Source: an optimization exercise on an open RTL-to-GDS flow (aim: small area and a short achievable clock period). Production flows keep margins and buffers that such runs may drop.
The RTL was checked by simulation tests, not by an equivalence proof against the original design.
No activity file was given, so power comes from the tool's default toggle rates.

## flow/design.v (module list and top-level ports; edited modules follow where they fit)
// module cmul: 1581 lines
// module fadd: 425 lines
// module conv3x3_fp32: 75 lines
module conv3x3_fp32(
    input         clk,
    input         resetn,
    input         valid_in,
    input  [31:0] data,
    input  [31:0] w1, w2, w3, w4, w5, w6, w7, w8, w9,
    output        valid_out,
    output [31:0] data_out
);
  // ...
==> flow/run.sh <==
#!/bin/bash
# synth_recipe.tcl (not shown) runs the flow's synth.tcl, then flattens the netlist and writes it again
# the make line also repeats each setting of config.mk as NAME=value (left out here)
make -C /OpenROAD-flow-scripts/flow DESIGN_CONFIG=/design/flow/config.mk WORK_HOME=/design/flow/orfs CLKGATE_MAP_FILE= SYNTH_SCRIPT=/design/flow/synth_recipe.tcl finish
==> flow/config.mk <==
export PLATFORM = sky130hd
export DESIGN_NAME = conv3x3_fp32
export DESIGN_NICKNAME = conv3x3_fp32
export VERILOG_FILES = /design/flow/design.v
export SDC_FILE = /design/flow/constraint.sdc
export NUM_CORES = 8
export LEC_CHECK = 0
export CAP_MARGIN = 30
export CORE_MARGIN = 2
export CORE_UTILIZATION = 55
export SETUP_SLACK_MARGIN = 4.5
export SLEW_MARGIN = 20
==> flow/constraint.sdc <==
create_clock -name core_clock -period 8.0 [get_ports {clk}]
set_input_delay 1.6000 -clock core_clock [delete_from_list [all_inputs] [get_ports {clk}]]
set_output_delay 1.6000 -clock core_clock [all_outputs]
set_load 0.01 [all_outputs]
==> flow_metrics.tcl, run 1 <==
set metrics [dict create \
    cts_inserted_buffers 531 \
    multi_input_area_share_pct 51.7 \
    gp_congestion 0.905 \
    wl_mm 823 \
    status "finished clean" \
    grtUsageTotal_pct 30.8 \
    largestClassByArea "multi-input combinational cells" \
    cts-hold-fix-buffers 0 \
    regMostFlops "lb" \
    powerComb_w 0.0979 \
    dr_wl_met2_mm 384 \
    post-route-util_pct 64.4 \
    final_cell_mix "3625 x dfxtp_1, 2632 x inv_1, 2190 x fa_1" \
    vias_per_cell 5.82 \
    wl_met1_mm 340 \
    portBuffers 355 \
    wl_per_cell_um 23.8 \
    p_clk_share_pct 15.5 \
    netlist.top_cell.by_area "dfxtp_1" \
    hold_depth 0 \
    worst_r2r_startpoint "a0.d1[0]" \
    fmax_mhz 226 \
    postPlaceCellArea_um2 295000 \
    synthXorXnorAreaFrac_pct 10.6 \
    cp.required_ns 8.94 \
    largestRegisters "lb: 899 flops, p1d: 261 flops" \
    swShare_pct 43.3 \
    p_int_w 0.0924 \
    dr_wl_met3_mm 61.3 \
    critPathSlowestCell "dfxtp_4" \
    crit_buf_inv 4 \
    post-cts-setup-buffers 397 \
    ant_nets 0 \
    yosys_warnings 7 \
    coreArea_um2 512000 \
    overflow 0 \
    netlist_instances 26800 \
]
==> inputs of run 2 (changes only) <==
--- a/flow/config.mk
+++ b/flow/config.mk
@@ -7,6 +7,5 @@
 export LEC_CHECK = 0
 export CAP_MARGIN = 30
 export CORE_MARGIN = 2
-export CORE_UTILIZATION = 55
-export SETUP_SLACK_MARGIN = 4.5
+export CORE_UTILIZATION = 45
 export SLEW_MARGIN = 20
==> run 2 against run 1 <==
Effect of this change:
- synthesized area unchanged
- fmax fell by 25%
- global-route usage is 6.3 points lower
- flip-flop and latch count unchanged
- first-iteration DRC count down 1.2%
- worst setup slack worse by 1.4 ns
- cell count up 2.5%
- combinational power is 14% lower
- core utilization fell by 14 points
- via count is 2.7% lower
- critical path type unchanged
- largest cell class unchanged
- highest routed layer unchanged
==> flow_metrics.tcl, run 2 <==
set metrics [dict create \
    status "finished clean" \
    path_class "register to register" \
    synth-seq-cells 4683 \
    core.rowCount 291 \
    area_growth_pct 11.4 \
    clk_latency_ns 1.14 \
    seqCellArea_um2 103000 \
    worst_slew_pin_slew_ns 1.06 \
    grt_pass1_wl_mm 1230 \
    powerDensity_nw_per_um2 475 \
    synth.top_cells.by_count "3760 x dfxtp_1, 2814 x inv_1, 2404 x fa_1, 2218 x a22oi_1, 2179 x xnor2_1" \
    cts_tree "built" \
    fin_skew_ns 0.114 \
    final_cell_mix "3750 x dfxtp_1, 2811 x inv_1, 2404 x fa_1" \
    grtUsageTotal_pct 24.6 \
    drive_gt1_share_pct 7.75 \
    ant_nets 0 \
    crit_path_end "a5.r2[24]" \
    dpl.hpwl_mm 559 \
    path_max_fanout 27 \
    nNetsFinal 30900 \
    clock-sinks 4683 \
    netlist_instances 26800 \
    critPathLaunchType "register" \
    relSlewSlack_pct 29.3 \
    largestRegisters "lb: 899 flops, p1d: 261 flops" \
    cp.arrival_ns 6.85 \
    cts-hold-fix-buffers 0 \
    leakage_nw 133 \
    portBuffers 355 \
    largest_reg_flops 899 \
    yosysTopAreaCellShare_pct 26.6 \
    overflow 0 \
    cp.required_ns 8.98 \
    total_power_w 0.149 \
    drv_slew 0 \
    multi_input_area_um2 163000 \
    rsz0062_at_grt "no" \
    vdd.ir_drop.worst_mv 0.319 \
    drc 0 \
    worst_r2r_startpoint "a5.d1[1]" \
    clock_path_buffers 4 \
    hold_class "register to register" \
    final_common_cell "dfxtp_1" \
    grt_pass1_vias 203000 \
    antenna_found_initial 35 \
    drv_cap 0 \
    r2r-end "a5.r2[24]" \
    post-route-util_pct 50.2 \
    ioPinCount 356 \
    die-area_um2 634000 \
    cts_inserted_buffers 539 \
    wl_per_cell_um 22.4 \
    endpoint_kind "register" \
    tns_ns 0 \
    netlist.top_cell.by_area "dfxtp_1" \
    drt_iter0_markers 16400 \
    htreeDepth 6 \
    yosys.cell_count.top_type "dfxtp_1" \
    synth_edf_count 899 \
    gp_congestion 0.892 \
    coreArea_um2 627000 \
    async_flop_share_pct 0.512 \
    r2r_cells 21 \
    syn_area_per_cell_um2 10.5 \
    crit_path_start "a5.d1[1]" \
    syn-cell-area_um2 283000 \
    wl_mm 795 \
    post-cts-setup-buffers 0 \
    dieHeight_um 796 \
    synth_cell_types 112 \
    first_pass_iters 8 \
    start_util_pct 45.1 \
    n_fill_cell 56400 \
    max_stage_delay_ns 0.91 \
    clk_pin_slew_worst_paths_ns 0.06 \
    setup_violations 0 \
    synth-seq-area-share_pct 36.4 \
    synthTopCellsByArea "dfxtp_1 27%, fa_1 17%, edfxtp_1 9.6%" \
    path_cells "clkinv_1 > a211oi_1 > a21oi_1 > mux2i_1 > nor2_1 > a21oi_1 > o22a_1 > nor2_1 > mux2i_1 > fa_1 > nand2b_1 > a21oi_1 > o221ai_1 > a21oi_1 > o21ai_0 > a311oi_1 > o21ai_0 > a21oi_1 > o41ai_1 > o21bai_1 > xor2_1" \
    synth_ff_type "dfxtp_1" \
    cpMostUsedCell "a21oi_1" \
    cts_resized 0 \
    yosys_warnings 7 \
    hold_viol 0 \
    synth_nets 31100 \
    fin_crit_sh_pct 73.3 \
    ff2ff_setup_slack_ns 2.13 \
    vias_per_cell 5.53 \
    critPathSlowestCell "dfxtp_1" \
    fmax_mhz 170 \
    vias 196000 \
    regMostFlops "lb" \
    grt_max_degree 184 \
    cts_root_buffer "clkbuf_16" \
    min_period_ns 5.87 \
    die_w_um 796 \
]
run 2: through the flow:
stage / std cells / setup WS, ns / instance area (µm²) / hold WS, ns
after floorplan: 26800 / 3.19 / 283000 / 0.310
after global placement: 34400 / 2.16 / 295000 / 0.310
after detailed placement: 34400 / 2.20 / 296000 / 0.312
after CTS: 35400 / 2.13 / 314000 / 0.282
after global routing: 35400 / 1.46 / 315000 / 0.298
final: 35500 / 2.13 / 315000 / 0.266
run 2: worst min path at each step:
stage,startpoint,endpoint,depth (start not counted)
floorplan,a0.sgn1,a0.sgn2,0
global placement,p1d[9][22],u_m1.xh[22],0
detailed placement,p1d[3][9],p1d[4][9],0
CTS,p1d[6][22],p1d[7][22],0
global route,p1d[7][16],p1d[8][16],0
finish,p1d[6][22],p1d[7][22],0
run 2: report_power, final:
part	internal [W]	switching (W)	leakage, nW	total [W]
Combinational	0.0360	0.0483	83.2	0.0844
Clock	0.0149	0.0108	9.05	0.0257
Sequential	0.0332	0.00624	40.8	0.0394
run 2: logic make-up after synthesis:
family | share of synthesized area, %
flip-flops | 36.4
buffers and inverters | 6.15
AO/OA/AOI/OAI | 13.2
multiplexers | 3.63
AND/OR/NAND/NOR | 6.25
adder cells (fa/ha/maj) | 23.8
XOR/XNOR | 10.6
run 2: cell type report:
type,instances,area share (%)
diodes,28,0.0222
repair buffers,971,2.83
flip-flops and latches,4683,32.7
clock inverters,261,1.19
multi-input cells,17500,51.7
inverters,2900,3.46
well taps,8350,3.32
clock buffers,721,4.76
run 2: layer usage:
layer / wire length [µm] / global-route usage, %
met2: 367000 / 40.2
met5: 114 / 0
met4: 31300 / 9.11
met1: 342000 / 32.9
met3: 54500 / 3.89
run 2: worst max-delay path, delay by kind of cell, from the launching register on:
| family | cells | cell delay [ns] |
|---|---|---|
| and+or+nand+nor | 3 | 0.32 |
| adders and majority gates | 1 | 0.46 |
| AOI/OAI and AO/OA | 13 | 2.82 |
| DFF | 1 | 0.91 |
| muxes | 2 | 0.37 |
| buffers and inverters | 1 | 0.71 |
| xor gates and xnor gates | 1 | 0.15 |

==> afterwards: timing with drivers on the ports <==
In the flow no input, the clock included, has a driving cell. The finished layouts below were timed again as built, in two steps.
Step 1 assumes that a clkbuf_16 drives the clock port and a buf_2 every other input.
Step 2, shift: input delay + t, output delay - t, t = (earliest + latest rising clock arrival at the registers) / 2. This alone moves slack from input paths to output paths.
Three values: ideal ports, drivers, drivers and shift; two values: the first two.
| run | shift t [ns] | setup WS [ns] | worst setup path after step 2 | clock arrival spread, ns |
|---|---|---|---|---|
| run 1 | 1.188 | 3.580 / 3.580 / 3.580 | register to register | 0.078 / 0.079 |
| run 2 | 1.211 | 2.133 / 2.133 / 2.133 | register to register | 0.124 / 0.124 |
After both steps every run listed still meets setup and hold.
